This design comes from an exercise in tuning for small area, a short achievable clock period and few clock cycles on the open sky130 flow, not from production work.
RTL that was checked went through simulation tests only; none was proved equivalent to the original.
No functional check of the RTL was part of runs 5 and 6.
Power figures rest on the tool's default switching activity, not on a simulated workload.

[constraint.sdc]
create_clock -name core_clock -period 11.0 [get_ports {clk}]
set_input_delay 2.2000 -clock core_clock [delete_from_list [all_inputs] [get_ports {clk}]]
set_output_delay 2.2000 -clock core_clock [all_outputs]
set_load 0.01 [all_outputs]
[design.v]
module cnn(
  input             clk,
  input             rst,
  input             en,
  input      [7:0]  ps_rd,
  input      [7:0]  in_rd,
  input      [7:0]  w_rd,
  input      [7:0]  b_rd,
  input      [7:0]  out_rd,
  output reg        done,
  output     [15:0] ps_ra,
  output     [15:0] in_ad,
  output reg        in_we,
  output     [7:0]  in_wd,
  output     [15:0] w_ra,
  output     [15:0] b_ra,
  output     [15:0] out_ad,
  output reg        out_we,
  output     [7:0]  out_wd
);
reg s_idle, s_load, s_init, s_calc, s_conv, s_cdrn, s_pool, s_pdrn;
reg [7:0] pR, pC, pM, pN, pK, pS, pIR, pIC, pnIR, pnIC, pnP;
reg [3:0] pa;
assign ps_ra = {12'd0, pa};
reg [15:0] dN;     
reg [15:0] dT;     
reg [15:0] SmS;    
reg [15:0] dCh;    
reg [15:0] NKK;    
reg        nkdone;
reg [1:0]  q;                  
reg        ph1, ph2, ph3;      
reg        se_conv, adv, adv_blk, adv_row, adv_quad, adv_last;   
reg [7:0]  j, i, n, tc, tr;    
reg [5:0]  mq;                 
reg [15:0] la, vb, tb;         
wire [7:0] j1 = j + 8'd1, i1 = i + 8'd1, n1 = n + 8'd1, tc1 = tc + 8'd1, tr1 = tr + 8'd1;
wire [6:0] mq1 = {1'b0, mq} + 7'd1;
wire il  = (i1 == pK);
wire nl  = (n1 == pN);
reg jl, il_r, nl_r, tcl, trl, tap_first, blk_last, quad_last, conv_last;
always @(posedge clk) begin
  jl <= (j1 == pK); il_r <= il; nl_r <= nl;
  tcl <= (tc == {1'b0, pC[7:1]});
  trl <= (tr == {1'b0, pR[7:1]});
  tap_first <= (j == 8'd0) & (i == 8'd0) & (n == 8'd0);
  blk_last  <= (j1 == pK) & il & nl;
  quad_last <= (j1 == pK) & il & nl & (tc == {1'b0, pC[7:1]}) & (tr == {1'b0, pR[7:1]});
  conv_last <= (j1 == pK) & il & nl & (tc == {1'b0, pC[7:1]}) & (tr == {1'b0, pR[7:1]}) &
               ({mq1, 2'b00} >= {1'b0, pM});
end
wire [15:0] tb_next = tcl ? (trl ? 16'd0 : tb + dT) : tb + {7'd0, pS, 1'b0};
reg  [15:0] vb_next;    
always @(posedge clk) vb_next <= blk_last ? tb_next : vb + (~jl ? 16'd1 : ~il_r ? {8'd0, pIC} : dN);
reg [15:0] wv, wa, wb;
reg        wval, wfirst, wlast, wqlast;
reg [5:0]  wmq;
wire [15:0] wa_add = wa + (ph3 ? 16'd1 : NKK);
wire [15:0] wv_next = wval ? (wlast ? (wqlast ? wa_add : wb) : wv + 16'd1) : wv;
assign in_ad  = la;
assign w_ra   = wa;
assign b_ra   = {8'd0, wmq, q};
reg [7:0]  wr0, wr1, wr2, wr3, br;    
reg [31:0] sh, xm;             
reg [11:0] p0, p1, p2, p3;     
reg [7:0]  g0, g1, g2, g3;     
reg [11:0] a00, a01, a02, a03, a10, a11, a12, a13;
reg [11:0] a20, a21, a22, a23, a30, a31, a32, a33;
reg [19:0] h0, h1, h2, h3;     
reg v1, f1, l1, v2, f2, l2, l3, l4;
function [11:0] mlo;
  input [7:0] x;
  input [3:0] w;
  mlo = {{4{x[7]}}, x} * {8'd0, w};
endfunction
function [7:0] mhi;
  input [7:0] x;
  input [3:0] w;
  mhi = x * {{4{w[3]}}, w};
endfunction
function [4:0] relu;
  input [11:0] a;
  relu = a[11] ? 5'd0 : {1'b0, a[7:4]} + {4'd0, a[3]};
endfunction
wire [11:0] bias = {br, 4'd0};
always @(posedge clk) begin
  wr0 <= v1 ? w_rd : 8'd0;
  wr1 <= v1 ? w_rd : 8'd0;
  wr2 <= v1 ? w_rd : 8'd0;
  wr3 <= v1 ? w_rd : 8'd0;
  br  <= b_rd;
  sh  <= {in_rd, sh[31:8]};
  if (ph1) xm <= sh;
  p0 <= mlo(xm[7:0],   wr0[3:0]);
  p1 <= mlo(xm[15:8],  wr1[3:0]);
  p2 <= mlo(xm[23:16], wr2[3:0]);
  p3 <= mlo(xm[31:24], wr3[3:0]);
  g0 <= mhi(xm[7:0],   wr0[7:4]);
  g1 <= mhi(xm[15:8],  wr1[7:4]);
  g2 <= mhi(xm[23:16], wr2[7:4]);
  g3 <= mhi(xm[31:24], wr3[7:4]);
  a00 <= f2 ? bias : a01; a01 <= a02; a02 <= a03; a03 <= a00 + p0 + {g0, 4'd0};
  a10 <= f2 ? bias : a11; a11 <= a12; a12 <= a13; a13 <= a10 + p1 + {g1, 4'd0};
  a20 <= f2 ? bias : a21; a21 <= a22; a22 <= a23; a23 <= a20 + p2 + {g2, 4'd0};
  a30 <= f2 ? bias : a31; a31 <= a32; a32 <= a33; a33 <= a30 + p3 + {g3, 4'd0};
end
reg        wbusy, wfin, wpend;
reg [3:0]  wk;
reg [15:0] wo, ob;
reg        crow, cqend;
reg [5:0]  cmq;
reg [4:0]  owd;
assign out_wd = {3'd0, owd};
assign out_ad = wo;
wire hshift = l4 | (wbusy & (wk[1:0] == 2'd3));
always @(posedge clk) begin
  if (hshift) begin
    h0 <= {relu(a03), h0[19:5]};
    h1 <= {relu(a13), h1[19:5]};
    h2 <= {relu(a23), h2[19:5]};
    h3 <= {relu(a33), h3[19:5]};
  end
end
wire [4:0] hsel = (wk[1:0] == 2'd0) ? h0[4:0] : (wk[1:0] == 2'd1) ? h1[4:0] :
                  (wk[1:0] == 2'd2) ? h2[4:0] : h3[4:0];
wire chv = ({1'b0, cmq, wk[3:2]} < {1'b0, pM});
reg [1:0] pq;
reg xin, yin;
wire xl    = (j == pnIC);      
wire yl    = (i == pnIR);
wire ml    = (n == pM);
wire inner = xin & yin;
reg  xlin, ylin;                                
always @(posedge clk) begin
  xlin <= (tc == {1'b0, pC[7:1]});
  ylin <= (tr == {1'b0, pR[7:1]});
end
wire el    = ~inner | (pq == 2'd3);
wire np0   = (pnP == 8'd0);
reg pe_1, pi_1, pf_1, pe_2, pi_2, pf_2;
reg [4:0] ordr, mx, iwd;
assign in_wd = {3'd0, iwd};
wire [4:0] mxn = (ordr > mx) ? ordr : mx;
always @(posedge clk) begin
  ordr <= out_rd[4:0];
  mx <= pf_2 ? ordr : mxn;
  if (pe_2) iwd <= pi_2 ? mxn : 5'd0;
end
wire cdrn_done = ~wpend & ph3 & ~wval & ~v1 & ~v2 & ~l3 & ~l4;
reg  [15:0] wo_d;
wire [1:0]  pq_n = (s_pool & inner) ? pq + 2'd1 : 2'd0;
wire [3:0]  wk_n = wbusy ? wk + 4'd1 : 4'd0;
always @(posedge clk)
  wo_d <= (s_pool | (s_cdrn & cdrn_done)) ?
            ((pq_n == 2'd1) ? {8'd0, pC} : (pq_n == 2'd3 && !xlin) ? 16'd0 - {8'd0, pC} : 16'd1) :
            ((wk_n[1:0] == 2'd0) ? dCh : (wk_n[1:0] == 2'd2) ? {8'd0, pC} : 16'd1);
wire [15:0] wo_add = wo + wo_d;
wire cN = (j == pIR);
wire cT = (la[8:0] == {pS, 1'b0});
wire cS = (tc == pS);
wire cR = (tr == pR);
wire calc_done_c = nkdone & cN & cT & cS & cR;
reg  calc_done;    
always @(posedge clk) calc_done <= s_calc & calc_done_c;
wire pool_end = el & xl & yl & ml;
wire calc_exit = s_calc & calc_done;
always @(posedge clk) begin
  ph1 <= ~calc_exit & (q == 2'd0);
  ph2 <= ~calc_exit & (q == 2'd1);
  ph3 <= ~calc_exit & (q == 2'd2);
  se_conv  <= ph2 & s_conv;
  adv      <= ph2 & s_conv & ~(blk_last & wpend);
  adv_blk  <= ph2 & s_conv & blk_last & ~wpend;
  adv_row  <= ph2 & s_conv & blk_last & ~wpend & tcl;
  adv_quad <= ph2 & s_conv & blk_last & ~wpend & tcl & trl;
  adv_last <= ph2 & s_conv & blk_last & ~wpend & conv_last;
end
always @(posedge clk or posedge rst) begin
  if (rst) begin
    s_idle <= 1'b1; s_load <= 1'b0; s_init <= 1'b0; s_calc <= 1'b0;
    s_conv <= 1'b0; s_cdrn <= 1'b0; s_pool <= 1'b0; s_pdrn <= 1'b0;
    done <= 1'b0;
    pa <= 4'd0;
    wval <= 1'b0;
    v1 <= 1'b0; f1 <= 1'b0; l1 <= 1'b0; v2 <= 1'b0; f2 <= 1'b0; l2 <= 1'b0;
    l3 <= 1'b0; l4 <= 1'b0;
    wbusy <= 1'b0; wfin <= 1'b0; wpend <= 1'b0;
    out_we <= 1'b0;
    pe_1 <= 1'b0; pi_1 <= 1'b0; pf_1 <= 1'b0; pe_2 <= 1'b0; pi_2 <= 1'b0; pf_2 <= 1'b0;
    in_we <= 1'b0;
  end else begin
    if (ph3) wval <= adv;
    v1 <= wval; f1 <= wval & wfirst; l1 <= wval & wlast;
    v2 <= v1; f2 <= f1; l2 <= l1;
    l3 <= l2;
    l4 <= l3;
    if (adv_blk) wpend <= 1'b1;
    if (l4 & ph3) wbusy <= 1'b1;       
    if (wbusy & (wk == 4'd15)) wbusy <= 1'b0;
    wfin <= wbusy & (wk == 4'd15);
    if (wfin) wpend <= 1'b0;
    out_we <= wbusy & chv;
    pe_1 <= s_pool & el;
    pi_1 <= s_pool & inner;
    pf_1 <= s_pool & (pq == 2'd0);
    pe_2 <= pe_1; pi_2 <= pi_1; pf_2 <= pf_1;
    in_we <= pe_2;
    if (s_idle & en) begin s_idle <= 1'b0; s_load <= 1'b1; done <= 1'b0; pa <= 4'd1; end
    if (s_load) begin
      pa <= (pa == 4'd11) ? 4'd0 : pa + 4'd1;
      if (pa == 4'd11) begin s_load <= 1'b0; s_init <= 1'b1; end
    end
    if (s_init) begin s_init <= 1'b0; s_calc <= 1'b1; end
    if (s_calc & calc_done) begin s_calc <= 1'b0; s_conv <= 1'b1; end
    if (adv_last) begin s_conv <= 1'b0; s_cdrn <= 1'b1; end
    if (s_cdrn & cdrn_done) begin s_cdrn <= 1'b0; s_pool <= 1'b1; end
    if (s_pool & pool_end) begin s_pool <= 1'b0; s_pdrn <= 1'b1; end
    if (s_pdrn & (pq == 2'd2)) begin s_pdrn <= 1'b0; s_idle <= 1'b1; done <= 1'b1; end
  end
end
always @(posedge clk) begin
  q <= q + 2'd1;
  if (wbusy) begin
    owd <= hsel;
    wk <= wk + 4'd1;
    wo <= (wk == 4'd0) ? ob : wo_add;
  end else
    wk <= 4'd0;
  if ((wbusy & (wk == 4'd1) & ~crow) | (wbusy & (wk == 4'd3) & crow) | (wfin & cqend))
    ob <= wo + (wfin ? 16'd1 : 16'd2);
  if (s_load) begin
    pR <= pC; pC <= pM; pM <= pN; pN <= pK; pK <= pS; pS <= pIR; pIR <= pIC;
    pIC <= pnIR; pnIR <= pnIC; pnIC <= pnP; pnP <= ps_rd;
  end
  if (s_init) begin
    dN  <= 16'd1 - {8'd0, pK};
    dT  <= {8'd0, pK} + {8'd0, pS};
    SmS <= {8'd0, pIC} - {8'd0, pS};
    dCh <= 16'd0 - {8'd0, pC} - 16'd1;
    NKK <= 16'd0;
    nkdone <= 1'b0;
    la <= 16'd1; i <= 8'd0; n <= 8'd0;
    j <= pK - 8'd1; tc <= 8'd1; tr <= 8'd0;
  end
  if (s_calc) begin
    if (!cN) begin dN <= dN + {8'd0, pIC}; j <= j1; end
    if (!cT) begin dT <= dT + {8'd0, pIC}; la <= la + 16'd1; end
    if (!cS) begin SmS <= SmS + {8'd0, pIC}; tc <= tc1; end
    if (!cR) begin dCh <= dCh + {8'd0, pC}; tr <= tr1; end
    if (!nkdone) begin
      NKK <= NKK + {8'd0, pK};
      i <= il ? 8'd0 : i1;
      if (il) n <= n1;
      if (il & nl) nkdone <= 1'b1;
    end
    if (calc_done) begin
      pIC <= pIC - pK + 8'd1;
      pnIC <= pnIC - 8'd1;
      pnIR <= pnIR - 8'd1;
      pC <= pC - 8'd1;
      pR <= pR - 8'd1;
      q <= 2'd0;
      j <= 8'd0; i <= 8'd0; n <= 8'd0; tc <= 8'd0; tr <= 8'd0; mq <= 6'd0;
      la <= 16'd0; vb <= 16'd0; tb <= 16'd0;
      wv <= 16'd0; wa <= 16'd0; wb <= 16'd0; ob <= 16'd0;
    end
  end
  if (s_conv) begin
    if (ph3) begin
      if (adv) begin
        j <= jl ? 8'd0 : j1;
        if (jl) i <= il_r ? 8'd0 : i1;
        if (jl & il_r) n <= nl_r ? 8'd0 : n1;
        vb <= vb_next;
        la <= vb_next;
      end else
        la <= vb;
      wfirst <= tap_first; wlast <= blk_last; wqlast <= quad_last; wmq <= mq;
    end else
      la <= la + (ph1 ? SmS : {8'd0, pS});
  end
  if (adv_blk) begin
    tc <= adv_row ? 8'd0 : tc1;
    tb <= tb_next;
    crow <= tcl; cqend <= tcl & trl; cmq <= mq;
  end
  if (adv_row) tr <= adv_quad ? 8'd0 : tr1;
  if (adv_quad) mq <= mq1[5:0];
  if (s_cdrn) begin
    j <= 8'd0; i <= 8'd0; n <= 8'd0; tc <= 8'd0; tr <= 8'd0; pq <= 2'd0;
    xin <= np0; yin <= np0;
    la <= 16'd0;
    if (cdrn_done) begin wo <= 16'd0; pM <= pM - 8'd1; end
  end
  if (s_pool) begin
    la <= la + {15'd0, in_we};
    if (inner) begin
      pq <= pq + 2'd1;
      wo <= wo_add;
    end
    if (el) begin
      if (xl) begin
        j <= 8'd0; tc <= 8'd0; xin <= np0;
        if (yl) begin
          i <= 8'd0; tr <= 8'd0; yin <= np0; n <= n1;
        end else begin
          i <= i1;
          if (yin) tr <= tr1;
          if (i1 == pnP) yin <= 1'b1;
          else if (yin & ylin) yin <= 1'b0;
        end
      end else begin
        j <= j1;
        if (xin) tc <= tc1;
        if (j1 == pnP) xin <= 1'b1;
        else if (xin & xlin) xin <= 1'b0;
      end
    end
    if (pool_end) pq <= 2'd0;
  end
  if (s_pdrn) begin
    la <= la + {15'd0, in_we};
    pq <= pq + 2'd1;
  end
  if (s_conv | s_cdrn) begin
    if (ph3) begin
      wa <= wv_next;
      wv <= wv_next;
      if (wval & wlast & wqlast) wb <= wa_add;
    end else if (wval)
      wa <= wa_add;
  end
end
endmodule
[flow/run.sh]
#!/bin/bash
set -euo pipefail
export BUFFER_PORTS_ARGS="-buffer_cell sky130_fd_sc_hd__buf_2"
export SETUP_SLACK_MARGIN=7.8
bash standard.sh > standard.log 2>&1
[standard.sh]
#!/bin/bash
# synth_recipe.tcl (not shown) runs the flow's synth.tcl, then flattens the netlist and writes it again
# the make line also repeats each setting of config.mk as NAME=value (left out here)
make -C /OpenROAD-flow-scripts/flow DESIGN_CONFIG=/design/flow/config.mk WORK_HOME=/design/flow/orfs CLKGATE_MAP_FILE= SYNTH_SCRIPT=/design/flow/synth_recipe.tcl "${@:-finish}"
[config.mk]
export PLATFORM = sky130hd
export DESIGN_NAME = cnn
export DESIGN_NICKNAME = cnn
export VERILOG_FILES = /design/flow/design.v
export SDC_FILE = /design/flow/constraint.sdc
export NUM_CORES = 4
export LEC_CHECK = 0
export CAP_MARGIN = 20
export CORE_MARGIN = 2
export CORE_UTILIZATION = 65
export CTS_BUF_LIST = sky130_fd_sc_hd__clkbuf_16
export CTS_CLUSTER_DIAMETER = 200
export CTS_CLUSTER_SIZE = 25
export PLACE_DENSITY = 0.75
export SLEW_MARGIN = 20
==> impl_metrics.csv, run 1 <==
group,metric,value,unit
setup_path,crit_path_end,"in_we",
floorplanning,dieArea,80100,um2
yosys,ys_types,105,
drt,drt_iter0_drc,3474,
sta,rsz0062_at_grt,"yes",
yosys,synth_top_area_share,26.5,%
setup_path,cp-start-kind,"flop",
power_and_ir_drop,leakage,24.8,nW
setup_path,critPathLaunch,"in_we$_DFF_PP0_",
global_route,grt_max_degree,81,
yosys,yosysTopAreaCell,"dfxtp_1",
cells_and_area,final_util,72.4,%
setup_path,regToRegSetupSlack,7610,ps
drt,wirelength,129000,um
clocking,cts_hold_buf,0,
setup_path,arrival,1230,ps
sta,relSlewSlack,33.1,%
setup_path,path_cells,"buf_6",
drt,drt_pass1_iterations,6,
power_and_ir_drop,power_frac_comb,41.6,%
setup_path,worst-path-stages,1,
floorplanning,start_util,65.5,%
sta,slew_viol_final,0,
sta,min_period,3430,ps
global_route,overflow,0,
clocking,clkTransAtPathRegs,110,ps
yosys,synth_area,50600,um2
drt,ant_nets,0,
power_and_ir_drop,intPower,6.52,mW
sta,worstMarginPinSlew,998,ps
setup_path,crit_family,"flip-flops",
cells_and_area,fill_cells,5731,
global_route,grt_pass1_vias,37000,
cells_and_area,most-common-layout-cells,"dfxtp_1, nand2_1, inv_1",
drt,avgRoutedWirePerCell,19.7,um
clocking,root_buffer,"clkbuf_16",
floorplanning,fp.dieH,283,um
cells_and_area,area_delta_synth_final,10.4,%
yosys,async_flop_share,3.65,%
setup_path,cp_slowest_stage_delay,470,ps
clocking,cts.path.max_buffers,3,
place,hpwl,88100,um
global_route,grt_first_pass_wirelength,201000,um
cells_and_area,multi_input_area,28600,um2
sta,fmax,0.292,GHz
yosys,ys_seq_area_share,40.1,%
clocking,clock-sinks,905,
place,io_buffers,112,
clocking,cts_made_buffers,42,
clocking,htreeDepth,2,
setup_path,r2r_start,"xm[26]$_DFFE_PP_",
setup_path,critPathBufInv,1,
power_and_ir_drop,power_switching_share,39.4,%
setup_path,worstSetupPathType,"flop to primary output",
cells_and_area,nets,6050,
sta,hold_viol,0,
place,gp_congestion,0.947,
power_and_ir_drop,p_seq_share,41.7,%
cells_and_area,drive_above_1_share,12.0,%
yosys,synth_edf_count,201,
power_and_ir_drop,power.share.clock,16.7,%
clocking,insertion_delay,640,ps
floorplanning,io_pins,142,
sta,setup_viol,0,
yosys,yosys_warnings,1,
yosys,synth_area_leaders,"dfxtp_1, edfxtp_1, ha_1, fa_1, xnor2_1",
setup_path,slowest_stage,"dfrtp_2",
floorplanning,rows,102,
setup_path,crit_required,8800,ps
drt,drc_errors,0,
power_and_ir_drop,power.switching,4.24,mW
job,cap_violations,0,
sta,period_share,31.2,%
yosys,ys_ff_latch,905,
cells_and_area,layout_commonest_cell,"dfxtp_1",
setup_path,end_kind,"primary output",
global_route,antenna_found_initial,2,
setup_path,r2r_end,"p3[10]$_DFF_P_",
worst_hold_path,holdCritPathClass,"flop to flop",
drt,routed_via_density,5.96,
yosys,ys_dominant_reg_cell,"dfxtp_1",
cells_and_area,register_area,20500,um2
setup_path,crit_fanout,2,
power_and_ir_drop,ir_drop,0.174,mV
drt,vias,38900,
setup_path,reg2reg_depth,16,
sta,finClkSkew,30.5,ps
clocking,cts_tree,"built",
yosys,syn_inst,5306,
power_and_ir_drop,powerDensity,193,nW/um2
status,status,"timing/DRC/antenna clean",
yosys,syn_avg_cell_area,9.54,um2
floorplanning,die_w,283,um
global_route,track_usage,31.2,%
sta,finalSetupTns,0,ps
floorplanning,core,77200,um2
## sequential cells by signal, indices dropped and copies added, names as in the netlist, 16 cells and up
name / count
la: 16
h3: 20
wo_d: 16
vb_next: 16
wb: 16
wa: 16
dT: 16
tb: 16
wv: 16
wo: 16
vb: 16
dN: 16
h2: 20
h1: 20
sh: 32
h0: 20
ob: 16
NKK: 16
xm: 32
SmS: 16
dCh: 16
## repair_timing
item,in CTS,in global routing
setup endpoints to repair,152,188
buffers inserted,124,54
resized for setup,230,97
cloned,4,2
pin swaps,74,58
endpoints found under the hold margin,0,0
## logic make-up after synthesis
group / synth area share (%)
buf+inv: 5.14
xor+xnor: 7.67
compound gates: 14.4
other cells: 0.00741
flops: 40.1
simple gates: 14.8
mux: 2.09
fa+ha+maj: 15.8
## synthesized netlist by cell type, types with 23 or more instances
cell type / count
and3_1: 55
buf_4: 27
nand4_1: 34
fa_1: 151
nor4_1: 27
a21oi_1: 291
a21o_1: 102
a31oi_1: 39
o21ai_0: 322
dfrtp_1: 32
edfxtp_1: 201
nand2_1: 425
o21bai_1: 27
mux2i_1: 81
nor2b_1: 90
clkbuf_1: 166
buf_2: 39
dfxtp_1: 671
nand2b_1: 46
nand3_1: 136
ha_1: 396
xnor2_1: 293
a211oi_1: 44
and2_1: 193
nor3_1: 96
inv_1: 397
nor2_1: 329
xor2_1: 140
o22ai_1: 23
a22oi_1: 24
## per-layer routing
metal,share of wire (%),track usage (%),vias up
li1,-,-,18600
met1,44,44.2,18700
met2,45,49.6,1342
met3,7.9,4.31,251
met4,3.2,10.1,2
met5,0.0078,0,-
## power groups by stage
stage	Combinational, mW	Clock (mW)	Sequential [mW]
2_1_floorplan	3.39	0	4.23
3_3_place_gp	3.92	0	4.61
3_5_place_dp	4.04	0	4.62
4_1_cts	4.20	1.83	4.50
5_1_grt	4.98	1.95	4.53
6_report	4.48	1.80	4.48
## final cells by class
| cell class | instances | share of cell area (%) |
|---|---|---|
| clock buffer | 43 | 1.93 |
| sequential | 905 | 36.7 |
| tap | 1040 | 2.33 |
| antenna | 1 | 0.00448 |
| multi-input combinational | 3777 | 51.1 |
| clock inverter | 29 | 0.269 |
| inverter | 400 | 2.70 |
| timing repair buffer | 334 | 4.97 |
## through the flow
| step | hold slack [ps] | cell area [um2] | total power, mW | setup slack (ps) | std cells |
|---|---|---|---|---|---|
| after floorplan | 310 | 50900 | 7.62 | 7640 | 5331 |
| after global placement | 310 | 51900 | 8.53 | 7170 | 6272 |
| after detailed placement | 312 | 51900 | 8.66 | 7150 | 6272 |
| after CTS | 321 | 55000 | 10.5 | 7550 | 6472 |
| after global routing | 333 | 55900 | 11.4 | 7450 | 6528 |
| final | 316 | 55900 | 10.8 | 7570 | 6529 |
## how the worst min path moves through the flow
stage	startpoint	endpoint	slack, ps	cells past startpoint
6_report	a12[2]$_DFF_P_	a11[2]$_DFF_P_	320	0
5_1_grt	a12[2]$_DFF_P_	a11[2]$_DFF_P_	330	0
4_1_cts	a12[2]$_DFF_P_	a11[2]$_DFF_P_	320	0
3_5_place_dp	a13[2]$_DFF_P_	a12[2]$_DFF_P_	310	0
3_3_place_gp	a33[10]$_DFF_P_	a32[10]$_DFF_P_	310	0
2_1_floorplan	a02[0]$_DFF_P_	a01[0]$_DFF_P_	310	0
Testbench counts, summed over its fixed seeds: cycles 2,423,744.
==> run 2, diff against run 1 <==
==> flow/run.sh (replaced) <==
#!/bin/bash
set -euo pipefail
export BUFFER_PORTS_ARGS="-buffer_cell sky130_fd_sc_hd__buf_2"
export SETUP_SLACK_MARGIN=7.3
bash standard.sh > standard.log 2>&1
==> impl_metrics.csv, run 2 <==
group,metric,value,unit
floorplanning,die_w,283,um
setup_path,cp-start-kind,"flop",
sta,setup_viol,0,
yosys,yosysTopAreaCell,"dfxtp_1",
setup_path,crit_required,8800,ps
yosys,synth_top_area_share,26.5,%
cells_and_area,most-common-layout-cells,"dfxtp_1, nand2_1, inv_1",
setup_path,r2r_end,"g0[7]$_DFF_P_",
drt,drt_iter0_drc,3472,
drt,drt_pass1_iterations,5,
floorplanning,io_pins,142,
setup_path,crit_family,"flip-flops",
yosys,syn_avg_cell_area,9.54,um2
cells_and_area,reg.largest.list,"sh: 32 flops, xm: 32 flops",
setup_path,path_cells,"buf_2",
yosys,synth_edf_count,201,
sta,finalSetupTns,0,ps
cells_and_area,drive_above_1_share,6.42,%
power_and_ir_drop,powerDensity,196,nW/um2
floorplanning,dieArea,80100,um2
clocking,cts_made_buffers,42,
global_route,grt_max_degree,81,
clocking,cts.path.max_buffers,3,
status,status,"timing/DRC/antenna clean",
setup_path,end_kind,"primary output",
sta,worstMarginPinSlew,1060,ps
clocking,htreeDepth,2,
sta,relSlewSlack,29.1,%
place,dp_cells,6274,
floorplanning,core,77200,um2
sta,finClkSkew,38.6,ps
drt,drc_errors,0,
drt,avgRoutedWirePerCell,19.2,um
setup_path,cp_slowest_stage_delay,620,ps
place,io_buffers,112,
global_route,grt_first_pass_wirelength,192000,um
sta,period_share,33.3,%
setup_path,regToRegSetupSlack,7440,ps
setup_path,crit_fanout,10,
setup_path,worstSetupPathType,"flop to primary output",
place,gp_congestion,0.961,
yosys,ys_types,105,
yosys,synth_area,50600,um2
sta,slew_viol_final,0,
setup_path,slowest_stage,"dfxtp_1",
yosys,ys_dominant_reg_cell,"dfxtp_1",
cells_and_area,diodes,0,
setup_path,reg2reg_depth,15,
yosys,yosysMostFrequentCell,"dfxtp_1",
floorplanning,rows,102,
worst_hold_path,hold_depth,0,
yosys,yosys_warnings,1,
cells_and_area,layout_commonest_cell,"dfxtp_1",
global_route,grt_pass1_vias,35200,
yosys,ys_seq_area_share,40.1,%
yosys,synth_commonest_cells,"dfxtp_1, nand2_1, inv_1, ha_1, nor2_1",
drt,vias,37800,
worst_hold_path,holdPathEnd,"a12[2]$_DFF_P_",
setup_path,critPathBufInv,1,
clocking,clkTransAtPathRegs,110,ps
place,hpwl,88200,um
yosys,syn_inst,5306,
drt,routed_via_density,5.92,
cells_and_area,stdcell_count,6380,
place,dp_slack,6940,ps
worst_hold_path,holdCritPathClass,"flop to flop",
cells_and_area,nets,5902,
clocking,insertion_delay,640,ps
sta,fmax,0.273,GHz
floorplanning,start_util,65.5,%
cells_and_area,area_delta_synth_final,5.74,%
clocking,cts_tree,"built",
sta,fin_ws,7340,ps
place,place_area,51800,um2
power_and_ir_drop,leakage,23.9,nW
job,cap_violations,0,
clocking,cts_hold_buf,0,
yosys,synth_area_leaders,"dfxtp_1, edfxtp_1, ha_1, fa_1, xnor2_1",
global_route,overflow,0,
yosys,async_flop_share,3.65,%
global_route,antenna_found_initial,2,
floorplanning,fp.dieH,283,um
cells_and_area,postLayoutCellArea,53500,um2
global_route,track_usage,29.7,%
sta,hold_viol,0,
yosys,ys_ff_latch,905,
setup_path,arrival,1460,ps
drt,wirelength,122000,um
sta,rsz0062_at_grt,"yes",
setup_path,r2r_start,"wr0[5]$_SDFF_PN0_",
power_and_ir_drop,ir_drop,0.180,mV
sta,min_period,3660,ps
clocking,clock-sinks,905,
clocking,root_buffer,"clkbuf_16",
worst_hold_path,worstHoldStart,"a13[2]$_DFF_P_",
drt,ant_nets,0,
sta,whs,305,ps
run 2: repair_timing:
item,CTS,global route
setup buffers,5,26
endpoints found under the setup margin,21,40
cloned,0,2
resized for setup,18,45
pin swaps,0,9
run 2: cell type report:
cell class | count | area [um2]
clock buffer | 43 | 1080
sequential | 905 | 20300
multi-input combinational | 3776 | 27900
timing repair buffer | 187 | 1240
clock inverter | 29 | 146
tap | 1040 | 1300
fill | 6070 | 23700
inverter | 400 | 1510
run 2: where the power goes:
part | internal, mW | leakage (nW) | switching [mW]
Clock | 0.726 | 0.692 | 1.08
Sequential | 3.84 | 7.84 | 0.744
Combinational | 1.81 | 15.4 | 2.32
Total | 6.37 | 23.9 | 4.14
run 2: per-layer routing:
layer | vias to the layer above | wire, um | GRT usage, % | part of all wire, %
li1 | 18300 | - | - | -
met1 | 18000 | 55500 | 43.9 | 45
met2 | 1300 | 54200 | 46.2 | 44
met3 | 178 | 9730 | 3.82 | 8.0
met4 | 0 | 2920 | 7.37 | 2.4
met5 | - | 0 | 0 | 0
run 2: cell families (layout without fill, tap and decap cells):
family / count (synthesis) / in the layout / share of synthesized area, %
other cells: 1 / 26 / 0.00741
mux: 103 / 103 / 2.09
xor+xnor: 437 / 437 / 7.67
compound gates: 1142 / 1142 / 14.4
buf+inv: 650 / 659 / 5.14
fa+ha+maj: 547 / 547 / 15.8
simple gates: 1521 / 1521 / 14.8
flops: 905 / 905 / 40.1
run 2: worst max path at each step:
stage / endpoint / depth (start not counted) / slack, ps / startpoint
2_1_floorplan: g0[7]$_DFF_P_ / 16 / 7350 / wr0[7]$_SDFF_PN0_
3_3_place_gp: p3[11]$_DFF_P_ / 15 / 7010 / wr0[2]$_SDFF_PN0_
3_5_place_dp: p3[11]$_DFF_P_ / 16 / 6940 / wr0[2]$_SDFF_PN0_
4_1_cts: p3[11]$_DFF_P_ / 15 / 7280 / wr0[2]$_SDFF_PN0_
5_1_grt: p0[10]$_DFF_P_ / 15 / 7260 / xm[1]$_DFFE_PP_
6_report: in_ad[4] / 1 / 7340 / la[4]$_DFF_P_
run 2: through the flow:
| step | total power [mW] | util, % |
|---|---|---|
| 4_1_cts | 10.4 | 68.8 |
| 2_1_floorplan | 7.62 | - |
| 3_3_place_gp | 8.52 | 67.1 |
| 5_1_grt | 11.2 | 69.3 |
| 6_report | 10.5 | 69.3 |
| 3_5_place_dp | 8.65 | 67.1 |
run 2: worst reg2reg max path: cells and delay by family (launching register included):
family                     cells  cell delay [ps]
and+or+nand+nor                1              170
adders and majority gates      5             1890
buffers and inverters          5              380
xor gates and xnor gates       2              330
AOI/OAI and AO/OA              2              330
DFF                            1              390
==> run 3, diff against run 2 <==
==> flow/run.sh (replaced) <==
#!/bin/bash
set -euo pipefail
export BUFFER_PORTS_ARGS="-buffer_cell sky130_fd_sc_hd__buf_2"
export SETUP_SLACK_MARGIN=7.5
bash standard.sh > standard.log 2>&1
==> impl_metrics.csv, run 3 <==
group,metric,value,unit
setup_path,crit_family,"flip-flops",
setup_path,worstSetupPathType,"flop to primary output",
sta,min_period,3470,ps
floorplanning,die_w,283,um
sta,period_share,31.5,%
drt,vias,38200,
yosys,ys_types,105,
cells_and_area,most-common-layout-cells,"dfxtp_1, nand2_1, inv_1",
yosys,synth_area,50600,um2
global_route,overflow,0,
setup_path,regToRegSetupSlack,7550,ps
status,status,"timing/DRC/antenna clean",
floorplanning,fp.dieH,283,um
sta,finClkSkew,37.5,ps
sta,setup_viol,0,
cells_and_area,layout_commonest_cell,"dfxtp_1",
global_route,track_usage,29.9,%
yosys,syn_inst,5306,
yosys,ys_dominant_reg_cell,"dfxtp_1",
worst_hold_path,holdCritPathClass,"flop to flop",
yosys,yosysMostFrequentCell,"dfxtp_1",
drt,wirelength,125000,um
clocking,htreeDepth,2,
place,hpwl,88400,um
floorplanning,rows,102,
drt,drt_iter0_drc,3338,
sta,hold_viol,0,
yosys,ys_ff_latch,905,
setup_path,slowest_stage,"dfrtp_2",
drt,avgRoutedWirePerCell,19.5,um
setup_path,crit_required,8800,ps
setup_path,cp-start-kind,"flop",
sta,rsz0062_at_grt,"yes",
floorplanning,core,77200,um2
drt,drc_errors,0,
setup_path,path_cells,"buf_2",
yosys,yosysTopAreaCell,"dfxtp_1",
clocking,clock-sinks,905,
sta,worstMarginPinSlew,1040,ps
cells_and_area,reg.largest.list,"sh: 32 flops, xm: 32 flops",
clocking,cts_tree,"built",
cells_and_area,diodes,0,
setup_path,critPathBufInv,1,
clocking,cts.path.max_buffers,3,
global_route,grt_pass1_vias,35600,
setup_path,arrival,1270,ps
yosys,ys_seq_area_share,40.1,%
cells_and_area,nets,5932,
cells_and_area,postLayoutCellArea,54000,um2
yosys,synth_commonest_cells,"dfxtp_1, nand2_1, inv_1, ha_1, nor2_1",
clocking,cts_made_buffers,42,
setup_path,end_kind,"primary output",
drt,ant_nets,0,
yosys,synth_edf_count,201,
global_route,grt_first_pass_wirelength,194000,um
drt,drt_pass1_iterations,6,
yosys,syn_avg_cell_area,9.54,um2
power_and_ir_drop,powerDensity,195,nW/um2
place,io_buffers,112,
clocking,insertion_delay,640,ps
yosys,yosys_warnings,1,
job,cap_violations,0,
sta,whs,315,ps
cells_and_area,drive_above_1_share,8.07,%
sta,finalSetupTns,0,ps
yosys,async_flop_share,3.65,%
clocking,clkTransAtPathRegs,110,ps
yosys,synth_top_area_share,26.5,%
power_and_ir_drop,ir_drop,0.146,mV
clocking,root_buffer,"clkbuf_16",
setup_path,cp_slowest_stage_delay,470,ps
floorplanning,dieArea,80100,um2
sta,relSlewSlack,30.2,%
drt,routed_via_density,5.96,
sta,fin_ws,7530,ps
place,place_area,51800,um2
floorplanning,io_pins,142,
yosys,synth_area_leaders,"dfxtp_1, edfxtp_1, ha_1, fa_1, xnor2_1",
sta,fmax,0.288,GHz
place,gp_congestion,0.941,
sta,slew_viol_final,0,
power_and_ir_drop,leakage,24.1,nW
setup_path,crit_fanout,2,
cells_and_area,area_delta_synth_final,6.78,%
global_route,grt_max_degree,81,
global_route,antenna_found_initial,1,
place,dp_slack,6830,ps
floorplanning,start_util,65.5,%
==> run 3: cell counts after synthesis <==
Identical to the previous run, type by type.
==> run 3: worst register-to-register path, delay by kind of cell (launching register included) <==
| kind | cells | cell delay (ps) |
|---|---|---|
| compound gates | 2 | 180 |
| xor+xnor | 2 | 340 |
| fa+ha+maj | 5 | 1910 |
| buf+inv | 4 | 220 |
| flops | 1 | 520 |
| simple gates | 1 | 220 |
==> run 3: area by class of cell <==
| type | instances | area [um2] |
|---|---|---|
| Multi-Input combinational cell | 3776 | 28100 |
| Fill cell | 5950 | 23200 |
| Clock buffer | 42 | 1050 |
| Timing Repair Buffer | 217 | 1510 |
| Tap cell | 1040 | 1300 |
| Inverter | 400 | 1510 |
| Sequential cell | 905 | 20400 |
| Clock inverter | 28 | 169 |
==> run 3: power by group <==
part | internal, mW | switching (mW) | leakage, nW
Combinational | 1.82 | 2.35 | 15.5
Clock | 0.716 | 1.09 | 0.681
Sequential | 3.84 | 0.740 | 7.85
Total | 6.38 | 4.17 | 24.1
==> run 3: worst paths after layout <==
check                                 from                 to  cells after the start
setup / recovery           in_we$_DFF_PP0_              in_we                      1
hold / removal              a13[2]$_DFF_P_     a12[2]$_DFF_P_                      0
setup reg to reg           xm[2]$_DFFE_PP_      g0[7]$_DFF_P_                     14
hold reg to reg             a13[2]$_DFF_P_     a12[2]$_DFF_P_                      0
max in group asynchronous              rst   s_load$_DFF_PP0_                      3
min in group asynchronous              rst  pa[1]$_DFFE_PP0P_                      3
==> run 3: kinds of logic after synthesis <==
| kind of cell | synth area share [%] |
|---|---|
| and+or+nand+nor | 14.8 |
| AOI/OAI and AO/OA | 14.4 |
| DFF | 40.1 |
| buffers and inverters | 5.14 |
| adders and majority gates | 15.8 |
| xor gates and xnor gates | 7.67 |
| muxes | 2.09 |
| other | 0.00741 |
==> run 3: what timing repair did <==
item,CTS,global route
hold buffers,0,0
cloned,1,3
endpoints found under the setup margin,74,51
setup buffers,26,33
resized for setup,67,66
pin swaps,1,38
==> run 3: metrics by stage <==
step / std cells / utilization (%) / power, mW
3_3_place_gp: 6274 / 67.1 / 8.52
3_5_place_dp: 6274 / 67.1 / 8.65
5_1_grt: 6408 / 70.0 / 11.2
4_1_cts: 6371 / 69.2 / 10.4
6_report: 6408 / 70.0 / 10.6
2_1_floorplan: 5331 / - / 7.62
==> run 3: routing by layer <==
metal	routed length (um)	track usage, %	vias up
li1	-	-	18400
met1	57600	44.5	18300
met2	54700	46.1	1309
met3	9240	3.62	186
met4	3310	8.30	0
met5	0	0	-
==> run 4, diff against run 3 <==
--- a/config.mk
+++ b/config.mk
@@ -8,8 +8,8 @@
 export CAP_MARGIN = 20
 export CORE_MARGIN = 2
-export CORE_UTILIZATION = 65
+export CORE_UTILIZATION = 70
 export CTS_BUF_LIST = sky130_fd_sc_hd__clkbuf_16
 export CTS_CLUSTER_DIAMETER = 200
 export CTS_CLUSTER_SIZE = 25
-export PLACE_DENSITY = 0.75
+export PLACE_DENSITY = 0.78
 export SLEW_MARGIN = 20
==> impl_metrics.csv, run 4 <==
group,metric,value,unit
status,status,"timing/DRC/antenna clean",
global_route,overflow,0,
cells_and_area,diodes,0,
clocking,insertion_delay,640,ps
floorplanning,io_pins,142,
setup_path,path_cells,"buf_4 > nand2_1 > fa_1 > fa_1 > fa_1 > inv_1 > ha_1 > inv_1 > fa_1 > inv_1 > a21o_1 > a21oi_1 > xnor2_1 > xnor2_1",
power_and_ir_drop,power_frac_comb,39.7,%
place,dp_slack,6870,ps
floorplanning,start_util,70.8,%
sta,slew_viol_final,0,
sta,whs,311,ps
clocking,cts_made_buffers,42,
yosys,ys_types,105,
clocking,htreeDepth,2,
clocking,clock-sinks,905,
setup_path,cpMostUsedCell,"fa_1",
sta,hold_viol,0,
drt,wirelength,127000,um
cells_and_area,nets,5938,
sta,setup_viol,0,
sta,fin_ws,7430,ps
global_route,antenna_found_initial,3,
sta,rsz0062_at_grt,"yes",
power_and_ir_drop,ir_drop,0.185,mV
yosys,synth_edf_count,201,
sta,period_share,32.4,%
cells_and_area,drive_above_1_share,8.53,%
global_route,grt_pass1_vias,36500,
cells_and_area,layout_commonest_cell,"dfxtp_1",
yosys,yosysTopAreaCell,"dfxtp_1",
cells_and_area,area_delta_synth_final,6.95,%
clocking,cts.path.max_buffers,3,
sta,finalSetupTns,0,ps
setup_path,crit_required,11560,ps
place,gp_congestion,0.953,
floorplanning,rows,98,
yosys,synth_area_leaders,"dfxtp_1, edfxtp_1, ha_1, fa_1, xnor2_1",
drt,drt_iter0_drc,3931,
drt,routed_via_density,6.11,
yosys,async_flop_share,3.65,%
power_and_ir_drop,power.total,10.6,mW
yosys,ys_ff_latch,905,
yosys,synth_area,50600,um2
floorplanning,core,71500,um2
setup_path,crit_fanout,3,
sta,worstMarginPinSlew,1140,ps
cells_and_area,reg.largest.list,"sh: 32 flops, xm: 32 flops",
power_and_ir_drop,power.share.clock,17.1,%
floorplanning,die_w,273,um
sta,finClkSkew,39.0,ps
setup_path,worstSetupPathType,"flop to flop",
yosys,syn_inst,5306,
yosys,synth_commonest_cells,"dfxtp_1, nand2_1, inv_1, ha_1, nor2_1",
drt,avgRoutedWirePerCell,20.0,um
global_route,grt_max_degree,81,
yosys,ys_seq_area_share,40.1,%
setup_path,crit_family,"adder cells",
power_and_ir_drop,leakage,24.2,nW
yosys,syn_avg_cell_area,9.54,um2
yosys,yosys_warnings,1,
setup_path,slowest_stage,"fa_1",
drt,vias,38600,
drt,drc_errors,0,
power_and_ir_drop,intPower,6.40,mW
setup_path,critPathBufInv,4,
yosys,yosysMostFrequentCell,"dfxtp_1",
power_and_ir_drop,powerDensity,196,nW/um2
drt,drt_pass1_iterations,6,
cells_and_area,register_area,20400,um2
cells_and_area,multi_input_area,28200,um2
setup_path,cp-start-kind,"flop",
cells_and_area,fill_cells,5099,
cells_and_area,final_util,75.7,%
clocking,cts_tree,"built",
place,io_buffers,112,
setup_path,cp_slowest_stage_delay,520,ps
clocking,clkTransAtPathRegs,120,ps
place,hpwl,88600,um
drt,ant_nets,0,
job,cap_violations,0,
sta,min_period,3570,ps
power_and_ir_drop,power.switching,4.20,mW
yosys,synth_top_area_share,26.5,%
power_and_ir_drop,power_switching_share,39.6,%
setup_path,arrival,4120,ps
power_and_ir_drop,p_seq_share,43.3,%
yosys,ys_dominant_reg_cell,"dfxtp_1",
cells_and_area,most-common-layout-cells,"dfxtp_1, nand2_1, inv_1",
sta,fmax,0.280,GHz
worst_hold_path,holdCritPathClass,"flop to flop",
floorplanning,fp.dieH,273,um
global_route,track_usage,33.1,%
global_route,grt_first_pass_wirelength,197000,um
setup_path,end_kind,"flop",
clocking,root_buffer,"clkbuf_16",
sta,relSlewSlack,23.8,%
floorplanning,dieArea,74500,um2
run 4: per-stage QoR:
stage          cells  cell area (um2)
6_report        6328            54100
5_1_grt         6328            54100
4_1_cts         6287            53400
3_5_place_dp    6181            51700
3_3_place_gp    6181            51700
2_1_floorplan   5331            50700
run 4: repair_timing:
action	4_1_cts	5_1_grt
resized for setup	86	86
cloned	2	4
hold buffers	0	0
setup endpoints to repair	78	50
buffers inserted	30	37
pin swaps	7	63
run 4: path summary, 6_finish.rpt:
check | startpoint | depth (start not counted) | endpoint | slack, ps
worst max register to register | xm[25]$_DFFE_PP_ | 14 | g3[7]$_DFF_P_ | 7430
min in group asynchronous | rst | 3 | pa[1]$_DFFE_PP0P_ | 1670
worst max-delay path | xm[25]$_DFFE_PP_ | 14 | g3[7]$_DFF_P_ | 7430
max in group asynchronous | rst | 3 | f2$_DFF_PP0_ | 8970
worst min-delay path | a02[6]$_DFF_P_ | 0 | a01[6]$_DFF_P_ | 310
worst min register to register | a02[6]$_DFF_P_ | 0 | a01[6]$_DFF_P_ | 310
run 4: per-layer routing:
layer	part of all wire, %	GRT usage, %	wire length, um	up-vias
met5	0.012	0	15	-
met4	2.7	9.30	3400	2
met3	9.0	4.61	11400	211
met2	45	51.3	56400	1517
met1	44	48.5	55300	18500
li1	-	-	-	18400
run 4: kinds of logic after synthesis:
logic type                 Yosys count  synth area share [%]
DFF                                905                  40.1
adders and majority gates          547                  15.8
other                                1               0.00741
AOI/OAI and AO/OA                 1142                  14.4
muxes                              103                  2.09
buffers and inverters              650                  5.14
xor gates and xnor gates           437                  7.67
and+or+nand+nor                   1521                  14.8
run 4: area by class of cell:
cell class	count	share of cell area (%)
Clock buffer	43	1.99
Timing Repair Buffer	223	2.98
Clock inverter	31	0.284
Sequential cell	905	37.7
Tap cell	950	2.20
Multi-Input combinational cell	3776	52.1
Inverter	400	2.79
run 4: power by group through the flow:
stage | Clock (mW) | Combinational, mW | Sequential (mW)
3_5_place_dp | 0 | 4.04 | 4.62
3_3_place_gp | 0 | 3.92 | 4.61
2_1_floorplan | 0 | 3.39 | 4.23
4_1_cts | 1.83 | 4.09 | 4.55
6_report | 1.81 | 4.20 | 4.59
5_1_grt | 1.94 | 4.68 | 4.62
==> run 5, diff against run 4 <==
--- a/design.v
+++ b/design.v
@@ -51,6 +51,5 @@
 end
 wire [15:0] tb_next = tcl ? (trl ? 16'd0 : tb + dT) : tb + {7'd0, pS, 1'b0};
-reg  [15:0] vb_next;    
-always @(posedge clk) vb_next <= blk_last ? tb_next : vb + (~jl ? 16'd1 : ~il_r ? {8'd0, pIC} : dN);
+wire [15:0] vb_next = blk_last ? tb_next : vb + (~jl ? 16'd1 : ~il_r ? {8'd0, pIC} : dN);
 reg [15:0] wv, wa, wb;
 reg        wval, wfirst, wlast, wqlast;
--- a/config.mk
+++ b/config.mk
@@ -8,8 +8,8 @@
 export CAP_MARGIN = 20
 export CORE_MARGIN = 2
-export CORE_UTILIZATION = 70
+export CORE_UTILIZATION = 65
 export CTS_BUF_LIST = sky130_fd_sc_hd__clkbuf_16
 export CTS_CLUSTER_DIAMETER = 200
 export CTS_CLUSTER_SIZE = 25
-export PLACE_DENSITY = 0.78
+export PLACE_DENSITY = 0.75
 export SLEW_MARGIN = 20
==> impl_metrics.csv, run 5 <==
group,metric,value,unit
sta,rsz0062_at_grt,"yes",
sta,relSlewSlack,22.9,%
yosys,ys_seq_area_share,40.0,%
yosys,synth_area,49900,um2
global_route,grt_max_degree,81,
setup_path,critPathLaunch,"xm[0]$_DFFE_PP_",
setup_path,r2r_end,"g0[7]$_DFF_P_",
yosys,async_flop_share,3.71,%
yosys,syn_avg_cell_area,9.53,um2
yosys,synth_edf_count,201,
yosys,yosys_warnings,1,
setup_path,regToRegSetupSlack,7450,ps
drt,drt_pass1_iterations,6,
clocking,clock-sinks,889,
floorplanning,io_pins,142,
yosys,ys_dominant_reg_cell,"dfxtp_1",
drt,drt_iter0_drc,3429,
power_and_ir_drop,ir_drop,0.130,mV
setup_path,crit_fanout,6,
sta,min_period,3550,ps
job,cap_violations,0,
cells_and_area,most-common-layout-cells,"dfxtp_1, inv_1, ha_1",
global_route,grt_pass1_vias,35700,
yosys,ys_types,90,
sta,worstMarginPinSlew,1150,ps
floorplanning,rows,101,
global_route,overflow,0,
clocking,cts.path.max_buffers,3,
clocking,clkTransAtPathRegs,110,ps
drt,ant_nets,0,
setup_path,cp-start-kind,"flop",
sta,setup_viol,0,
cells_and_area,layout_commonest_cell,"dfxtp_1",
setup_path,end_kind,"flop",
setup_path,worstSetupPathType,"flop to flop",
cells_and_area,area_delta_synth_final,7.30,%
clocking,root_buffer,"clkbuf_16",
worst_hold_path,hold_depth,0,
clocking,cts_tree,"built",
setup_path,r2r_start,"xm[0]$_DFFE_PP_",
yosys,synth_area_leaders,"dfxtp_1, edfxtp_1, ha_1, fa_1, xnor2_1",
sta,period_share,32.3,%
sta,finalSetupTns,0,ps
cells_and_area,reg.largest.list,"sh: 32 flops, xm: 32 flops",
yosys,yosysMostFrequentCell,"dfxtp_1",
drt,routed_via_density,5.97,
setup_path,reg2reg_depth,15,
yosys,synth_top_area_share,26.3,%
drt,vias,38000,
yosys,yosysTopAreaCell,"dfxtp_1",
yosys,ys_ff_latch,889,
power_and_ir_drop,leakage,23.8,nW
clocking,cts_made_buffers,41,
worst_hold_path,holdPathEnd,"a01[0]$_DFF_P_",
drt,drc_errors,0,
sta,fmax,0.282,GHz
floorplanning,dieArea,79100,um2
setup_path,crit_required,11560,ps
global_route,track_usage,30.8,%
worst_hold_path,worstHoldStart,"a02[0]$_DFF_P_",
drt,avgRoutedWirePerCell,19.7,um
sta,hold_viol,0,
cells_and_area,drive_above_1_share,8.54,%
status,status,"timing/DRC/antenna clean",
global_route,grt_first_pass_wirelength,193000,um
clocking,insertion_delay,640,ps
global_route,antenna_found_initial,0,
place,io_buffers,112,
place,hpwl,88400,um
setup_path,arrival,4110,ps
floorplanning,start_util,65.8,%
sta,finClkSkew,44.7,ps
clocking,htreeDepth,2,
cells_and_area,nets,5889,
place,gp_congestion,0.942,
floorplanning,fp.dieH,281,um
sta,whs,314,ps
worst_hold_path,holdCritPathClass,"flop to flop",
sta,slew_viol_final,0,
yosys,syn_inst,5243,
power_and_ir_drop,powerDensity,203,nW/um2
drt,wirelength,125000,um
floorplanning,die_w,281,um
floorplanning,core,75900,um2
yosys,synth_commonest_cells,"dfxtp_1, inv_1, ha_1, nand2_1, a21oi_1",
run 5: cell count changes in the layout (fill, tap and decap cells not counted), sizes merged, moves of 12 or more:
cell	previous run	this run
a21oi	291	347
dfxtp	671	655
mux2	22	10
mux2i	81	66
nand2	428	355
nor2	329	314
nor3	99	85
o21bai	27	52
run 5: cells by family (layout without fill, tap and decap cells):
logic type / Yosys count / after routing / synth area share, %
other cells: 1 / 27 / 0.00751
xor+xnor: 441 / 441 / 7.82
flops: 889 / 889 / 40.0
mux: 76 / 76 / 1.55
compound gates: 1193 / 1193 / 15.0
buf+inv: 653 / 713 / 5.32
fa+ha+maj: 547 / 547 / 16.0
simple gates: 1443 / 1443 / 14.4
run 5: critical path, cell delays in order (launching register included):
cell	delay, ps
edfxtp_1	490
buf_4	210
nor2_1	160
fa_1	460
inv_1	80
fa_1	430
fa_1	520
inv_2	50
ha_4	150
inv_1	70
fa_2	210
inv_1	40
a21o_1	180
a21oi_2	160
xnor2_1	150
xnor2_1	130
run 5: cell type report:
type	instances	area, um2
multi-input cells	3726	27800
clock inverters	30	154
clock buffers	42	1050
fillers	5759	22400
repair buffers	230	1630
diodes	1	2.50
flip-flops and latches	889	20100
inverters	411	1550
well taps	1030	1290
run 5: worst max path at each step:
stage	end	slack, ps	depth (start not counted)
after global placement	p3[11]$_DFF_P_	6760	14
after detailed placement	p3[11]$_DFF_P_	6700	14
after CTS	p3[11]$_DFF_P_	7330	14
after global routing	p3[11]$_DFF_P_	7310	14
after floorplan	g3[7]$_DFF_P_	7560	15
final	g0[7]$_DFF_P_	7450	15
run 5: through the flow:
step / util (%) / total power [mW] / setup slack, ps / instance area [um2] / std cells
final: 70.6 / 10.9 / 7450 / 53600 / 6359
after detailed placement: 67.3 / 9.00 / 6700 / 51100 / 6209
after floorplan: - / 7.88 / 7560 / 50100 / 5268
after CTS: 69.5 / 10.8 / 7330 / 52800 / 6309
after global routing: 70.6 / 11.6 / 7310 / 53600 / 6358
after global placement: 67.3 / 8.85 / 6760 / 51100 / 6209
run 5: routing by layer:
layer	wire (um)	GRT usage [%]	vias up
met1	55400	44.6	18100
met3	10700	4.66	203
met2	55500	48.2	1459
met5	0	0	-
met4	3410	7.91	0
li1	-	-	18200
run 5: power breakdown:
group	leakage, nW	switching (mW)	total (mW)	internal (mW)
Clock	0.685	1.06	1.77	0.710
Sequential	7.76	0.821	4.81	3.99
Combinational	15.3	2.41	4.30	1.89
Total	23.8	4.29	10.9	6.59
run 5: repair_timing:
item,4_1_cts,5_1_grt
hold buffers,0,0
buffers inserted,28,43
pin swaps,8,59
endpoints found under the hold margin,0,0
setup endpoints to repair,74,44
cloned,0,5
resized for setup,79,95
==> run 6, diff against run 5 <==
--- a/config.mk
+++ b/config.mk
@@ -10,6 +10,5 @@
 export CORE_UTILIZATION = 65
 export CTS_BUF_LIST = sky130_fd_sc_hd__clkbuf_16
-export CTS_CLUSTER_DIAMETER = 200
-export CTS_CLUSTER_SIZE = 25
+export CTS_CLUSTER_SIZE = 30
 export PLACE_DENSITY = 0.75
 export SLEW_MARGIN = 20
==> impl_metrics.csv, run 6 <==
group,metric,value,unit
status,status,"timing/DRC/antenna clean",
sta,min_period,3570,ps
clocking,cts.path.max_buffers,3,
floorplanning,die_w,281,um
yosys,syn_avg_cell_area,9.53,um2
sta,finalSetupTns,0,ps
yosys,synth_top_area_share,26.3,%
power_and_ir_drop,powerDensity,222,nW/um2
global_route,grt_max_degree,81,
floorplanning,dieArea,79100,um2
global_route,grt_first_pass_wirelength,199000,um
drt,drt_pass1_iterations,7,
floorplanning,fp.dieH,281,um
yosys,syn_inst,5243,
sta,finClkSkew,41.2,ps
sta,slew_viol_final,0,
floorplanning,start_util,65.8,%
floorplanning,rows,101,
yosys,synth_commonest_cells,"dfxtp_1, inv_1, ha_1, nand2_1, a21oi_1",
place,io_buffers,112,
clocking,cts_made_buffers,91,
setup_path,crit_fanout,6,
cells_and_area,fill_cells,5503,
sta,relSlewSlack,25.2,%
yosys,ys_dominant_reg_cell,"dfxtp_1",
sta,fin_ws,7430,ps
setup_path,arrival,4170,ps
yosys,yosys_warnings,1,
global_route,use_met3,5.77,%
place,gp_congestion,0.942,
cells_and_area,drive_above_1_share,10.2,%
setup_path,cp_slowest_stage_delay,510,ps
sta,fmax,0.280,GHz
cells_and_area,area_delta_synth_final,11.1,%
cells_and_area,reg.largest.list,"sh: 32 flops, xm: 32 flops",
place,hpwl,88400,um
global_route,grt_pass1_vias,36700,
yosys,yosysTopAreaCell,"dfxtp_1",
clocking,clock-sinks,889,
sta,worstMarginPinSlew,1120,ps
worst_hold_path,worstHoldStart,"a12[1]$_DFF_P_",
setup_path,crit_family,"adder cells",
worst_hold_path,holdPathEnd,"a11[1]$_DFF_P_",
cells_and_area,postLayoutCellArea,55500,um2
clocking,cts_hold_buf,0,
setup_path,regToRegSetupSlack,7430,ps
drt,vias,38700,
setup_path,critPathBufInv,5,
drt,ant_nets,0,
global_route,busiest_layer,"met2",
place,dp_slack,6700,ps
cells_and_area,most-common-layout-cells,"dfxtp_1, inv_1, ha_1",
setup_path,r2r_start,"xm[0]$_DFFE_PP_",
drt,drt_iter0_drc,3429,
yosys,async_flop_share,3.71,%
job,cap_violations,0,
clocking,insertion_delay,670,ps
yosys,synth_area,49900,um2
floorplanning,io_pins,142,
cells_and_area,layout_commonest_cell,"dfxtp_1",
sta,hold_viol,0,
global_route,antenna_found_initial,0,
setup_path,slowest_stage,"edfxtp_1",
sta,whs,325,ps
yosys,ys_ff_latch,889,
floorplanning,core,75900,um2
clocking,cts_tree,"built",
sta,setup_viol,0,
setup_path,worstSetupPathType,"flop to flop",
setup_path,r2r_end,"g0[7]$_DFF_P_",
yosys,synth_area_leaders,"dfxtp_1, edfxtp_1, ha_1, fa_1, xnor2_1",
drt,drc_errors,0,
drt,wirelength,129000,um
yosys,synth_edf_count,201,
clocking,root_buffer,"clkbuf_16",
setup_path,crit_required,11600,ps
yosys,yosysMostFrequentCell,"dfxtp_1",
setup_path,critPathLaunch,"xm[0]$_DFFE_PP_",
global_route,met2_usage,49.8,%
setup_path,path_cells,"buf_4 > nor2_2 > fa_1 > inv_1 > fa_1 > fa_1 > inv_2 > ha_4 > inv_2 > fa_2 > inv_2 > a21o_1 > a21oi_2 > xnor2_1 > xnor2_1",
setup_path,end_kind,"flop",
clocking,htreeDepth,3,
yosys,ys_seq_area_share,40.0,%
clocking,clkTransAtPathRegs,70,ps
setup_path,cp-start-kind,"flop",
drt,routed_via_density,5.99,
global_route,met1_usage,45.1,%
global_route,overflow,0,
global_route,track_usage,31.9,%
worst_hold_path,holdCritPathClass,"flop to flop",
yosys,ys_types,90,
drt,avgRoutedWirePerCell,19.9,um
setup_path,reg2reg_depth,15,
cells_and_area,nets,5936,
sta,period_share,32.4,%
power_and_ir_drop,ir_drop,0.155,mV
worst_hold_path,hold_depth,0,
place,place_area,51100,um2
power_and_ir_drop,leakage,24.7,nW
sta,rsz0062_at_grt,"yes",
-- run 6: cell count changes in the layout (fill, tap and decap cells not counted), moves of 3 or more --
cell / change
buf_4: -6
inv_1: -11
clkbuf_16: +51
inv_2: +10
inv_6: +3
clkinvlp_4: +5
bufinv_16: +10
buf_6: +3
clkinv_2: +13
clkinv_1: +12
clkinv_16: +3
-- run 6: through the flow --
step | total power, mW | std cells | utilization (%)
finish | 12.3 | 6456 | 73.0
global route | 13.0 | 6454 | 73.0
detailed placement | 9.00 | 6209 | 67.3
global placement | 8.85 | 6209 | 67.3
floorplan | 7.88 | 5268 | -
CTS | 12.2 | 6413 | 72.1
-- run 6: what timing repair did --
item | CTS | global route
buffers inserted | 32 | 36
gates cloned | 1 | 4
pin swaps | 12 | 64
setup endpoints to repair | 79 | 36
resized for setup | 93 | 91
-- run 6: cells by family after synthesis --
logic type	count (synthesis)	synth area share, %
xor+xnor	441	7.82
other cells	1	0.00751
mux	76	1.55
compound gates	1193	15.0
simple gates	1443	14.4
flops	889	40.0
buf+inv	653	5.32
fa+ha+maj	547	16.0
-- run 6: worst max-delay path by stage --
stage	to	slack, ps	cells after the start
2_1_floorplan	g3[7]$_DFF_P_	7560	15
3_3_place_gp	p3[11]$_DFF_P_	6760	14
3_5_place_dp	p3[11]$_DFF_P_	6700	14
4_1_cts	p3[11]$_DFF_P_	7340	14
5_1_grt	g0[7]$_DFF_P_	7340	15
6_report	g0[7]$_DFF_P_	7430	15
-- run 6: cell type report --
cell class | count | area [um2] | share of cell area [%]
well taps | 1030 | 1290 | 2.32
clock buffers | 94 | 2350 | 4.24
clock inverters | 77 | 732 | 1.32
multi-input cells | 3726 | 27800 | 50.1
inverters | 411 | 1550 | 2.80
diodes | 2 | 5.00 | 0.00902
repair buffers | 227 | 1640 | 2.95
flip-flops and latches | 889 | 20100 | 36.2
-- run 6: worst register-to-register path, delay by kind of cell, from the launching register on --
family / cells / cell delay (ps)
flops: 1 / 510
buf+inv: 5 / 500
fa+ha+maj: 5 / 1870
compound gates: 2 / 190
xor+xnor: 2 / 320
simple gates: 1 / 110
-- run 6: report_power, final --
part	switching, mW	internal (mW)	total, mW
combinational	2.42	1.89	4.31
sequential	0.830	3.99	4.82
clock	1.38	1.80	3.18
-- run 6: layer usage --
metal	vias to the layer above	wire, um
met3	235	11500
li1	18300	-
met4	0	3680
met2	1525	57600
met1	18600	56000
met5	-	0
==> run 7, diff against run 6 <==
--- a/design.v
+++ b/design.v
@@ -51,5 +51,6 @@
 end
 wire [15:0] tb_next = tcl ? (trl ? 16'd0 : tb + dT) : tb + {7'd0, pS, 1'b0};
-wire [15:0] vb_next = blk_last ? tb_next : vb + (~jl ? 16'd1 : ~il_r ? {8'd0, pIC} : dN);
+reg  [15:0] vb_next;    
+always @(posedge clk) vb_next <= blk_last ? tb_next : vb + (~jl ? 16'd1 : ~il_r ? {8'd0, pIC} : dN);
 reg [15:0] wv, wa, wb;
 reg        wval, wfirst, wlast, wqlast;
==> run.sh (new file) <==
#!/bin/bash
# synth_recipe.tcl (not shown) runs the flow's synth.tcl, then flattens the netlist and writes it again
# the make line also repeats each setting of config.mk as NAME=value (left out here)
make -C /OpenROAD-flow-scripts/flow DESIGN_CONFIG=/design/flow/config.mk WORK_HOME=/design/flow/orfs CLKGATE_MAP_FILE= SYNTH_SCRIPT=/design/flow/synth_recipe.tcl finish
--- a/config.mk
+++ b/config.mk
@@ -10,5 +10,7 @@
 export CORE_UTILIZATION = 65
 export CTS_BUF_LIST = sky130_fd_sc_hd__clkbuf_16
-export CTS_CLUSTER_SIZE = 30
+export CTS_CLUSTER_DIAMETER = 200
+export CTS_CLUSTER_SIZE = 25
 export PLACE_DENSITY = 0.75
+export SETUP_SLACK_MARGIN = 5
 export SLEW_MARGIN = 20
removed: flow/run.sh
removed: standard.sh
==> impl_metrics.csv, run 7 <==
group,metric,value,unit
yosys,yosys_warnings,1,
sta,finClkSkew,22.3,ps
yosys,synth_area,50600,um2
yosys,ys_ff_latch,905,
setup_path,path_cells,"inv_1 > nor2_1 > fa_1 > inv_1 > fa_1 > fa_1 > inv_1 > ha_1 > inv_1 > fa_1 > inv_1 > a21o_1 > a21oi_1 > xnor2_1 > xnor2_1",
drt,ant_nets,0,
yosys,ys_types,105,
sta,relSlewSlack,25.5,%
worst_hold_path,holdCritPathClass,"flop to flop",
global_route,grt_max_degree,81,
yosys,syn_avg_cell_area,9.54,um2
yosys,yosysMostFrequentCell,"dfxtp_1",
setup_path,crit_required,11550,ps
power_and_ir_drop,ir_drop,0.149,mV
floorplanning,dieArea,80100,um2
setup_path,end_kind,"flop",
drt,routed_via_density,5.96,
yosys,synth_edf_count,201,
sta,worstMarginPinSlew,1110,ps
clocking,cts_resized,0,
cells_and_area,nets,5871,
sta,period_share,40.4,%
place,gp_congestion,0.943,
drt,drt_pass1_iterations,6,
sta,min_period,4450,ps
cells_and_area,most-common-layout-cells,"dfxtp_1, nand2_1, inv_1",
global_route,antenna_found_initial,1,
yosys,ys_dominant_reg_cell,"dfxtp_1",
place,hpwl,89200,um
floorplanning,fp.dieH,283,um
sta,setup_viol,0,
setup_path,crit_fanout,16,
clocking,clkTransAtPathRegs,100,ps
cells_and_area,drive_above_1_share,3.17,%
sta,fmax,0.225,GHz
setup_path,slowest_stage,"dfxtp_1",
yosys,async_flop_share,3.65,%
floorplanning,core,77200,um2
yosys,syn_inst,5306,
drt,wirelength,122000,um
yosys,ys_seq_area_share,40.1,%
status,status,"timing/DRC/antenna clean",
sta,rsz0062_at_grt,"no",
yosys,yosysTopAreaCell,"dfxtp_1",
floorplanning,start_util,65.5,%
setup_path,worstSetupPathType,"flop to flop",
drt,drc_errors,0,
cells_and_area,layout_commonest_cell,"dfxtp_1",
clocking,root_buffer,"clkbuf_16",
power_and_ir_drop,powerDensity,196,nW/um2
floorplanning,rows,102,
setup_path,cp_slowest_stage_delay,860,ps
floorplanning,io_pins,142,
clocking,cts_made_buffers,42,
job,cap_violations,0,
clocking,cts.path.max_buffers,3,
clocking,clock-sinks,905,
sta,slew_viol_final,0,
clocking,postCtsSetupBuffers,0,
cells_and_area,stdcell_count,6348,
drt,vias,37800,
global_route,overflow,0,
place,dp_cells,6277,
clocking,cts_tree,"built",
cells_and_area,reg.largest.list,"sh: 32 flops, xm: 32 flops",
setup_path,arrival,5000,ps
drt,avgRoutedWirePerCell,19.3,um
drt,drt_iter0_drc,3526,
cells_and_area,diodes,0,
yosys,synth_commonest_cells,"dfxtp_1, nand2_1, inv_1, ha_1, nor2_1",
sta,hold_viol,0,
floorplanning,die_w,283,um
global_route,grt_pass1_vias,35700,
cells_and_area,area_delta_synth_final,5.95,%
place,io_buffers,112,
yosys,synth_top_area_share,26.5,%
yosys,synth_area_leaders,"dfxtp_1, edfxtp_1, ha_1, fa_1, xnor2_1",
global_route,grt_first_pass_wirelength,195000,um
sta,finalSetupTns,0,ps
global_route,track_usage,30.1,%
clocking,insertion_delay,630,ps
setup_path,cp-start-kind,"flop",
setup_path,cpMostUsedCell,"inv_1",
power_and_ir_drop,leakage,23.5,nW
clocking,cts_hold_buf,0,
clocking,htreeDepth,2,
-- run 7: cell types whose count changed after synthesis, sizes merged, moves of 12 or more --
cell    delta
a21oi     -56
dfxtp     +16
mux2      +12
mux2i     +15
nand2     +73
nor2      +15
nor3      +14
o21bai    -25
-- run 7: kinds of logic after synthesis --
family                   Yosys count  share of synthesized area [%]
AO/OA/AOI/OAI                   1142                           14.4
XOR/XNOR                         437                           7.67
adder cells (fa/ha/maj)          547                           15.8
buffers and inverters            650                           5.14
flip-flops                       905                           40.1
multiplexers                     103                           2.09
other                              1                        0.00741
AND/OR/NAND/NOR                 1521                           14.8
-- run 7: final cells by class --
class | count | area (um2)
Multi-Input combinational cell | 3776 | 27800
Tap cell | 1040 | 1300
Clock buffer | 42 | 1050
Clock inverter | 29 | 176
Sequential cell | 905 | 20300
Inverter | 400 | 1500
Fill cell | 6098 | 23600
Timing Repair Buffer | 156 | 1450
-- run 7: path summary, 6_finish.rpt --
check | startpoint | endpoint | slack [ps] | cells past startpoint
min reg2reg | a03[0]$_DFF_P_ | a02[0]$_DFF_P_ | 320 | 0
max | wr0[7]$_SDFF_PN0_ | g0[7]$_DFF_P_ | 6550 | 15
min | a03[0]$_DFF_P_ | a02[0]$_DFF_P_ | 320 | 0
max reg2reg | wr0[7]$_SDFF_PN0_ | g0[7]$_DFF_P_ | 6550 | 15
max in group asynchronous | rst | s_load$_DFF_PP0_ | 8650 | 3
min in group asynchronous | rst | done$_DFFE_PP0P_ | 1980 | 3
-- run 7: per-layer routing --
layer / share of wire, % / GRT usage (%)
met4: 3.0 / 8.63
met2: 44 / 46.6
met1: 45 / 43.9
met5: 0 / 0
met3: 8.3 / 4.43
-- run 7: worst max-delay path: cells and delay by family, from the launching register on --
family	cells	cell delay (ps)
adders and majority gates	5	1880
buffers and inverters	5	830
AOI/OAI and AO/OA	2	180
xor gates and xnor gates	2	370
and+or+nand+nor	1	260
DFF	1	860
-- run 7: power breakdown --
part | total [mW] | switching [mW] | internal, mW
Clock | 1.79 | 1.08 | 0.715
Combinational | 4.14 | 2.31 | 1.83
Sequential | 4.60 | 0.764 | 3.84
-- run 7: through the flow --
stage	instance area (um2)	setup WS, ps	hold WS (ps)	power [mW]	util, %
final	53600	6550	321	10.5	69.4
after global routing	53600	6290	332	11.2	69.4
after CTS	53600	6470	317	10.5	69.4
after detailed placement	52400	6490	312	8.69	67.8
after global placement	52400	6670	309	8.55	67.8
after floorplan	50700	7190	310	7.62	-
Testbench counts of run 7, summed over its fixed seeds: cycles 2,423,744.

re-timing with driven ports:
The results above use ideal ports. As a check the final layouts listed here were re-extracted and re-timed, cells and wires unchanged. Step 1, drivers: a clkbuf_16 drives clk and a buf_2 each remaining input, both assumed. Step 2 times the ports against the registers' clock, not the clock port: input delays grow and output delays shrink by t, the midpoint of the rising clock arrivals with the driver on. Three values: ideal, step 1, step 2; two values: the first two.
run	t, ns	setup slack, ns	worst setup path after step 2	slew at the worst register clock pin (ns)	worst data-port slew with drivers (ns)
run 1	0.698	7.571 / 7.497 / 7.612	register to register	0.11 / 0.11	0.06
run 2	0.686	7.335 / 7.266 / 7.438	register to register	0.11 / 0.11	0.05
run 3	0.691	7.530 / 7.458 / 7.545	register to register	0.11 / 0.11	0.05
run 4	0.688	7.435 / 7.435 / 7.435	register to register	0.12 / 0.12	0.05
run 5	0.693	7.450 / 7.450 / 7.450	register to register	0.11 / 0.11	0.04
run 6	0.726	7.435 / 7.435 / 7.435	register to register	0.07 / 0.07	0.05
run 7	0.692	6.551 / 6.551 / 6.551	register to register	0.11 / 0.11	0.05
After both steps every run listed still meets setup and hold.
